From an optimization exercise on the open Yosys and OpenROAD flow, aimed at small area; shortcuts taken in it are not production practice. Only simulation tests tie the RTL to the original design; equivalence was not proved. Power is estimated from default activity; no workload was simulated.

==> flow/design.v <==
module uart_rx (
    input clk,                
    input rst_n,              
    input rx,                 
    output reg [7:0] data_out,  
    output reg valid           
);
    parameter BAUD_DIV = 434;   
    parameter TICK_DIV = 27;  
    localparam STATE_IDLE  = 2'd0, STATE_START = 2'd1, STATE_DATA  = 2'd2, STATE_STOP  = 2'd3;
    reg [1:0] state;
    reg [12:0] clk_counter;
    reg [3:0] tick_counter;
    reg [3:0] bit_index;
    reg [7:0] rx_shift;
    reg rx_sync1, rx_sync2;  
    always @(posedge clk or negedge rst_n) begin
        if (!rst_n) begin
            rx_sync1 <= 1'b1;
            rx_sync2 <= 1'b1;
        end else begin
            rx_sync1 <= rx;
            rx_sync2 <= rx_sync1;
        end
    end
    always @(posedge clk or negedge rst_n) begin
        if (!rst_n) begin
            state       <= STATE_IDLE;
            clk_counter <= 13'd0;
            tick_counter <= 4'd0;
            bit_index   <= 4'd0;
            rx_shift    <= 8'd0;
            data_out    <= 8'd0;
            valid       <= 1'b0;
        end else begin
            case (state)
                STATE_IDLE: begin
                    valid       <= 0;
                    clk_counter <= 13'd0;
                    tick_counter <= 4'd0;
                    bit_index   <= 4'd0;
                    if (rx_sync2 == 1'b0) begin
                        state <= STATE_START;
                    end
                end
                STATE_START: begin
                    if (clk_counter < TICK_DIV - 1'b1) begin
                        clk_counter <= clk_counter + 13'd1;
                    end else begin
                        clk_counter <= 13'd0;
                        tick_counter <= tick_counter + 4'd1;
                        if (tick_counter == 4'd8) begin
                            if (rx_sync2 == 1'b0) begin
                                state <= STATE_DATA;
                            end else begin
                                state <= STATE_IDLE;
                            end
                        end
                    end
                end
                STATE_DATA: begin
                    if (clk_counter < TICK_DIV - 1'b1) begin
                        clk_counter <= clk_counter + 13'd1;
                    end else begin
                        clk_counter <= 13'd0;
                        tick_counter <= tick_counter + 4'd1;
                        if (tick_counter == 4'd8) begin
                            rx_shift[bit_index] <= rx_sync2;
                            if (bit_index < 4'd7) begin
                                bit_index <= bit_index + 4'd1;
                            end else begin
                                bit_index <= 4'd0;
                                state <= STATE_STOP;
                            end
                        end
                    end
                end
                STATE_STOP: begin
                    if (clk_counter < TICK_DIV - 1'b1) begin
                        clk_counter <= clk_counter + 13'd1;
                    end else begin
                        clk_counter <= 13'd0;
                        tick_counter <= tick_counter + 4'd1;
                        if (tick_counter == 4'd8) begin
                            if (rx_sync2 == 1'b1) begin
                                data_out <= rx_shift;
                                valid <= 1'b1;
                            end
                            state <= STATE_IDLE;
                        end
                    end
                end
                default: state <= STATE_IDLE;
            endcase
        end
    end
endmodule
module uart_tx (
    input clk,
    input rst_n,
    input trigger,
    input [7:0] data_in,
    output reg tx,
    output reg busy
);
    parameter BAUD_DIV = 434;   
    parameter TICK_DIV = 27;  
    localparam STATE_IDLE  = 2'd0, STATE_START = 2'd1, STATE_DATA  = 2'd2, STATE_STOP  = 2'd3;
    reg [1:0] state;
    reg [12:0] clk_counter;
    reg [3:0] tick_counter;
    reg [3:0] bit_index;
    reg [7:0] tx_shift;
    always @(posedge clk or negedge rst_n) begin
        if (!rst_n) begin
            state        <= STATE_IDLE;
            tx           <= 1'b1;
            clk_counter  <= 13'd0;
            tick_counter <= 4'd0;
            bit_index    <= 4'd0;
            busy         <= 1'b0;
            tx_shift     <= 8'd0;
        end else begin
            case (state)
                STATE_IDLE: begin
                    tx           <= 1'b1;
                    clk_counter  <= 13'd0;
                    tick_counter <= 4'd0;
                    bit_index    <= 4'd0;
                    busy         <= 1'b0;
                    if (trigger) begin
                        busy      <= 1'b1;
                        tx_shift  <= data_in;
                        state     <= STATE_START;
                    end
                end
                STATE_START: begin
                    tx <= 1'b0;
                    if (clk_counter < TICK_DIV - 1'b1) begin
                        clk_counter <= clk_counter + 1'b1;
                    end else begin
                        clk_counter <= 13'd0;
                        if (tick_counter < 4'd15) begin
                            tick_counter <= tick_counter + 1'b1;
                        end else begin
                            tick_counter <= 4'd0;
                            state <= STATE_DATA;
                        end
                    end
                end
                STATE_DATA: begin
                    tx <= tx_shift[0];
                    if (clk_counter < TICK_DIV - 1'b1) begin
                        clk_counter <= clk_counter + 1'b1;
                    end else begin
                        clk_counter <= 13'd0;
                        if (tick_counter < 4'd15) begin
                            tick_counter <= tick_counter + 1'b1;
                        end else begin
                            tick_counter <= 4'd0;
                            tx_shift <= {1'b0, tx_shift[7:1]};
                            if (bit_index < 4'd7) begin
                                bit_index <= bit_index + 1'b1;
                            end else begin
                                bit_index <= 4'd0;
                                state <= STATE_STOP;
                            end
                        end
                    end
                end
                STATE_STOP: begin
                    tx <= 1'b1;
                    if (clk_counter < TICK_DIV - 1'b1) begin
                        clk_counter <= clk_counter + 1'b1;
                    end else begin
                        clk_counter <= 13'd0;
                        if (tick_counter < 4'd15) begin
                            tick_counter <= tick_counter + 1'b1;
                        end else begin
                            tick_counter <= 4'd0;
                            state <= STATE_IDLE;
                        end
                    end
                end
                default: state <= STATE_IDLE;
            endcase
        end
    end
endmodule
module uart_string_loopback (
    input  wire clk,
    input  wire rst_n,
    input  wire rx,
    output wire tx
);
parameter BUFFER_SIZE = 32;  
parameter DATA_WIDTH = 8;      
reg [DATA_WIDTH-1:0] buffer [0:BUFFER_SIZE-1];  
reg [$clog2(BUFFER_SIZE)-1:0] write_ptr;        
reg [$clog2(BUFFER_SIZE)-1:0] read_ptr;         
wire [DATA_WIDTH-1:0] rx_data;                  
wire rx_valid;                                  
reg [DATA_WIDTH-1:0] tx_data;                   
reg trigger;                                    
wire tx_busy;                                   
reg full, empty;                                
wire buffer_full  = (write_ptr == read_ptr - 1) || (write_ptr == (BUFFER_SIZE-1) && read_ptr == 0);
wire buffer_empty = (write_ptr == read_ptr);
uart_rx uart_rx_inst (
    .clk(clk),
    .rst_n(rst_n),
    .rx(rx),
    .data_out(rx_data),
    .valid(rx_valid)
);
uart_tx uart_tx_inst (
    .clk(clk),
    .rst_n(rst_n),
    .trigger(trigger),
    .data_in(tx_data),
    .tx(tx),
    .busy(tx_busy)
);
always @(posedge clk or negedge rst_n) begin
    if (!rst_n) begin
        write_ptr <= 1'b0;
        read_ptr  <= 1'b0;
        trigger   <= 1'b0;
    end else begin
        if (rx_valid && !buffer_full) begin
            buffer[write_ptr] <= rx_data;
            write_ptr <= (write_ptr == BUFFER_SIZE-1) ? 0 : write_ptr + 1'b1;
        end
        if (!tx_busy && !buffer_empty && !trigger) begin
            tx_data <= buffer[read_ptr];
            trigger <= 1'b1;
            read_ptr <= (read_ptr == BUFFER_SIZE-1) ? 0 : read_ptr + 1'b1;
        end 
		  else begin
            trigger <= 1'b0;
        end
    end
end
endmodule
==> flow/run.sh <==
#!/bin/bash
# synth_recipe.tcl (not shown) runs the flow's synth.tcl, then flattens the netlist and writes it again
# the make line also repeats each setting of config.mk as NAME=value (left out here)
make -C /OpenROAD-flow-scripts/flow DESIGN_CONFIG=/design/flow/config.mk WORK_HOME=/design/flow/orfs CLKGATE_MAP_FILE= SYNTH_SCRIPT=/design/flow/synth_recipe.tcl finish
==> flow/config.mk <==
export PLATFORM = sky130hd
export DESIGN_NAME = uart_string_loopback
export DESIGN_NICKNAME = uart_string_loopback
export VERILOG_FILES = /design/flow/design.v
export SDC_FILE = /design/flow/constraint.sdc
export NUM_CORES = 4
export LEC_CHECK = 0
export CAP_MARGIN = 20
export CORE_MARGIN = 2
export CORE_UTILIZATION = 40
export SLEW_MARGIN = 20
==> flow/constraint.sdc <==
create_clock -name core_clock -period 20.0 [get_ports {clk}]
set_input_delay 4.0000 -clock core_clock [delete_from_list [all_inputs] [get_ports {clk}]]
set_output_delay 4.0000 -clock core_clock [all_outputs]
set_load 0.01 [all_outputs]
==> summary.txt <==
outcome finished clean; CTS Buf Count 37; measured slew at the worst slew-check pin 1.15 ns; sequential share of the synthesized area between 60% and 70%; Yosys warning count 4; syn_area_per_cell 14.1 um^2; grt total ovfl 0; IO Port Bufs 3; Top Ports 4; VDD IR max ~0.067 mV; slew margin rel. between 20% and 30%; # setup viols final 0; Antenna Nets Post-Route 0; hold path depth 0; Multi-input gate area between 0.004 and 0.005 mm^2; Final Cycle Share 30.3%; Worst Hold End uart_rx_inst.rx_sync2$_DFF_PN1_; CTS Hold Bufs 0; R2R depth 7; root buf cell clkbuf_16; final wirelength 41000 um; Initial DRC Count 1391; Initial Utilization roughly two fifths; Clock transition at path regs 0.06 ns; area share of the largest cell type after synthesis 54.0%; #FFs+latches synth 350; storage element area a little over 0.01 mm^2; gpl congestion 1.04; drt wl/cell 26.4 um; first-pass GRT wire length 60100 um; via count approximately 9400; core area 0.0363 mm^2; largest net degree at the start of global routing a little under 60; clock sinks 350; CP required 20.13 ns; # DRC 0; hold wc startpoint uart_rx_inst.rx_sync1$_DFF_PN1_; routed vias/inst 6.08; final net count approximately 1100; PwrDens 126 mW/mm^2; cell area after synthesis 0.0147 mm^2; htree depth 2; CTS tree yes; reg2reg setup slack between 15 and 20 ns; chip height 196 um; Crit Reg-Reg Endpoint buffer[4][2]$_DFFE_PP_; Mapped Cells 1044; min-delay worst type register to register; FILL cells about 3100; Crit path arrival time 6.20 ns; post-synthesis cell type with the largest combined area edfxtp_1; placed cell area 0.0152 mm^2; Tot Pwr 0.00208 W; cells resized by post-CTS repair 0; Max clock buf depth 3; RSZ-0062 raised after global routing no; leakage power 6.06 nW; worst clock skew approximately 0.029 ns; Post-synth top flop edfxtp_1; crit path capture type register; Tmin final approximately 6.1 ns; critical-path maximum fanout 34; Critical Path Source Type primary input; Cell variety after synth 80; Max Fclk 165 MHz; most common cell in the netlist edfxtp_1; vias in the first global route 8862; GRT Util Overall 21.6%; worst setup path start rst_n; final worst slack 13.93 ns; Max-Cap Viols 0; post-DP HPWL 26600 um; Die W 196 um; num rows 70; main area contributors after synthesis edfxtp_1 (54%), dfrtp_1 (14%), ha_1 (2.5%); commonest cells in the netlist edfxtp_1 (264), dfrtp_1 (83), nand2_1 (64), nor3_1 (53), o21ai_0 (52); Final Max Tran Viols 0; Fin. Hold Viols 0; RR Startpoint read_ptr[4]$_DFFE_PN0P_; FFs w/ async S/R, synth between 20% and 30%; classification of the worst setup path primary input to register; layout cells sized above 1 13.6%; post-route cell area about 0.016 mm^2; number of synthesized flops with an enable pin 264; clock insertion delay at the later pin of the skew report around 0.54 ns; number of setup buffers added after CTS 0; setup TNS 0 ns; DR pass1 iterations 8; full die area 0.0383 mm^2; pre-CTS setup slack 13.50 ns; antenna violations before repair 2; synth-to-layout area growth 12.3%
cells by family (layout without fill, tap and decap cells):
| family | Yosys count | after routing | share of synthesized area, % |
|---|---|---|---|
| AOI/OAI and AO/OA | 223 | 223 | 11.0 |
| muxes | 53 | 53 | 4.23 |
| buffers and inverters | 90 | 114 | 2.68 |
| xor gates and xnor gates | 20 | 20 | 1.19 |
| other | 1 | 18 | 0.0255 |
| adders and majority gates | 29 | 29 | 2.47 |
| DFF | 350 | 350 | 68.7 |
| and+or+nand+nor | 278 | 278 | 9.74 |
stage by stage:
stage	hold WS, ns	cells	util, %
after floorplan	0.345	1059	-
after CTS	0.358	1550	45.1
after global routing	0.364	1551	45.3
after global placement	0.349	1483	41.8
final	0.356	1553	45.3
after detailed placement	0.349	1483	41.8
critical path, cell delays in order:
cell	delay, ns
buf_4	0.40
inv_1	0.21
nor2_1	0.34
nand2_1	0.28
nor3_1	0.93
layout make-up:
cell class	instances	area share, %
Clock buffer	46	6.16
Inverter	28	0.638
Clock inverter	21	1.19
Multi-Input combinational cell	619	26.3
Antenna cell	2	0.0304
Sequential cell	350	61.2
Tap cell	468	3.55
Timing Repair Buffer	19	0.881
sequential cells by signal, indices dropped and copies added (netlist names), 5 cells and up, named ones only:
| register | cells |
|---|---|
| write_ptr | 5 |
| buffer | 256 |
| uart_rx_inst.rx_shift | 8 |
| uart_rx_inst.clk_counter | 13 |
| uart_rx_inst.data_out | 8 |
| uart_tx_inst.clk_counter | 13 |
| uart_tx_inst.tx_shift | 8 |
| read_ptr | 5 |
| tx_data | 8 |
how the worst max path moves through the flow:
stage / slack [ns] / to
global placement: 13.57 / buffer[9][3]$_DFFE_PP_
floorplan: 14.63 / buffer[0][0]$_DFFE_PP_
CTS: 14.04 / buffer[0][1]$_DFFE_PP_
finish: 13.93 / buffer[4][2]$_DFFE_PP_
global route: 13.86 / buffer[12][6]$_DFFE_PP_
detailed placement: 13.50 / buffer[0][1]$_DFFE_PP_
metal layers:
layer | routed length, um | vias up | track usage, %
met5 | 0 | - | 0
met4 | 1830 | 0 | 9.56
met3 | 4710 | 110 | 5.66
met2 | 18300 | 616 | 32.5
met1 | 16200 | 4640 | 29.6
li1 | - | 4078 | -
cells in the final DEF (no fill, tap or decap), types with 6 or more instances in the layout:
cell,synthesis,layout
a21oi_1,13,13
a222oi_1,8,8
a22o_1,6,6
a22oi_1,45,45
a31oi_1,7,7
a32oi_1,15,15
buf_4,2,16
clkbuf_16,0,39
clkinv_2,0,6
conb_1,1,16
dfrtp_1,83,75
dfrtp_2,0,8
edfxtp_1,264,264
ha_1,29,29
inv_1,28,28
mux2_2,31,31
mux2i_1,17,17
nand2_1,64,64
nand2b_1,10,10
nand3_1,44,44
nand4_1,12,12
nor2_1,32,32
nor2b_1,12,11
nor3_1,53,40
nor3_2,0,13
nor4_1,6,6
o21ai_0,52,52
o22ai_1,12,12
xnor2_1,8,8
xor2_1,12,12
report_power, final:
group | leakage [nW] | switching, W | internal (W) | total [W]
logic | 1.57 | 0.000358 | 0.000167 | 0.000525
registers | 3.91 | 0.0000426 | 0.000830 | 0.000873
clock network | 0.584 | 0.000281 | 0.000402 | 0.000682
total | 6.06 | 0.000682 | 0.00140 | 0.00208

[separate check: timing with driven ports]
In the flow no input, the clock included, has a driving cell. The finished layout below was timed again as built, in two steps. Step 1 (the two cells are an assumption about what drives the block):
set clk [get_ports {clk}]
set_driving_cell -lib_cell sky130_fd_sc_hd__clkbuf_16 $clk
set_driving_cell -lib_cell sky130_fd_sc_hd__buf_2 [delete_from_list [all_inputs] $clk]
Step 2 also shifts input and output timing later by t, the mid clock arrival at the registers, as if the neighbouring blocks saw the same clock. Slacks: no drivers / after step 1 / after step 2; pairs: no drivers / after step 1.
shift t [ns]: 0.575
setup WS [ns]: 13.934 / 13.960 / 13.386
worst hold slack (ns): 0.356 / 0.356 / 0.356
clock arrival spread, ns: 0.029 / 0.029
pins driven straight from the clock port: 1
After both steps this run still meets setup and hold. For this run, drivers alone change the setup slack by +0.026 ns; drivers and shift together by -0.548 ns.
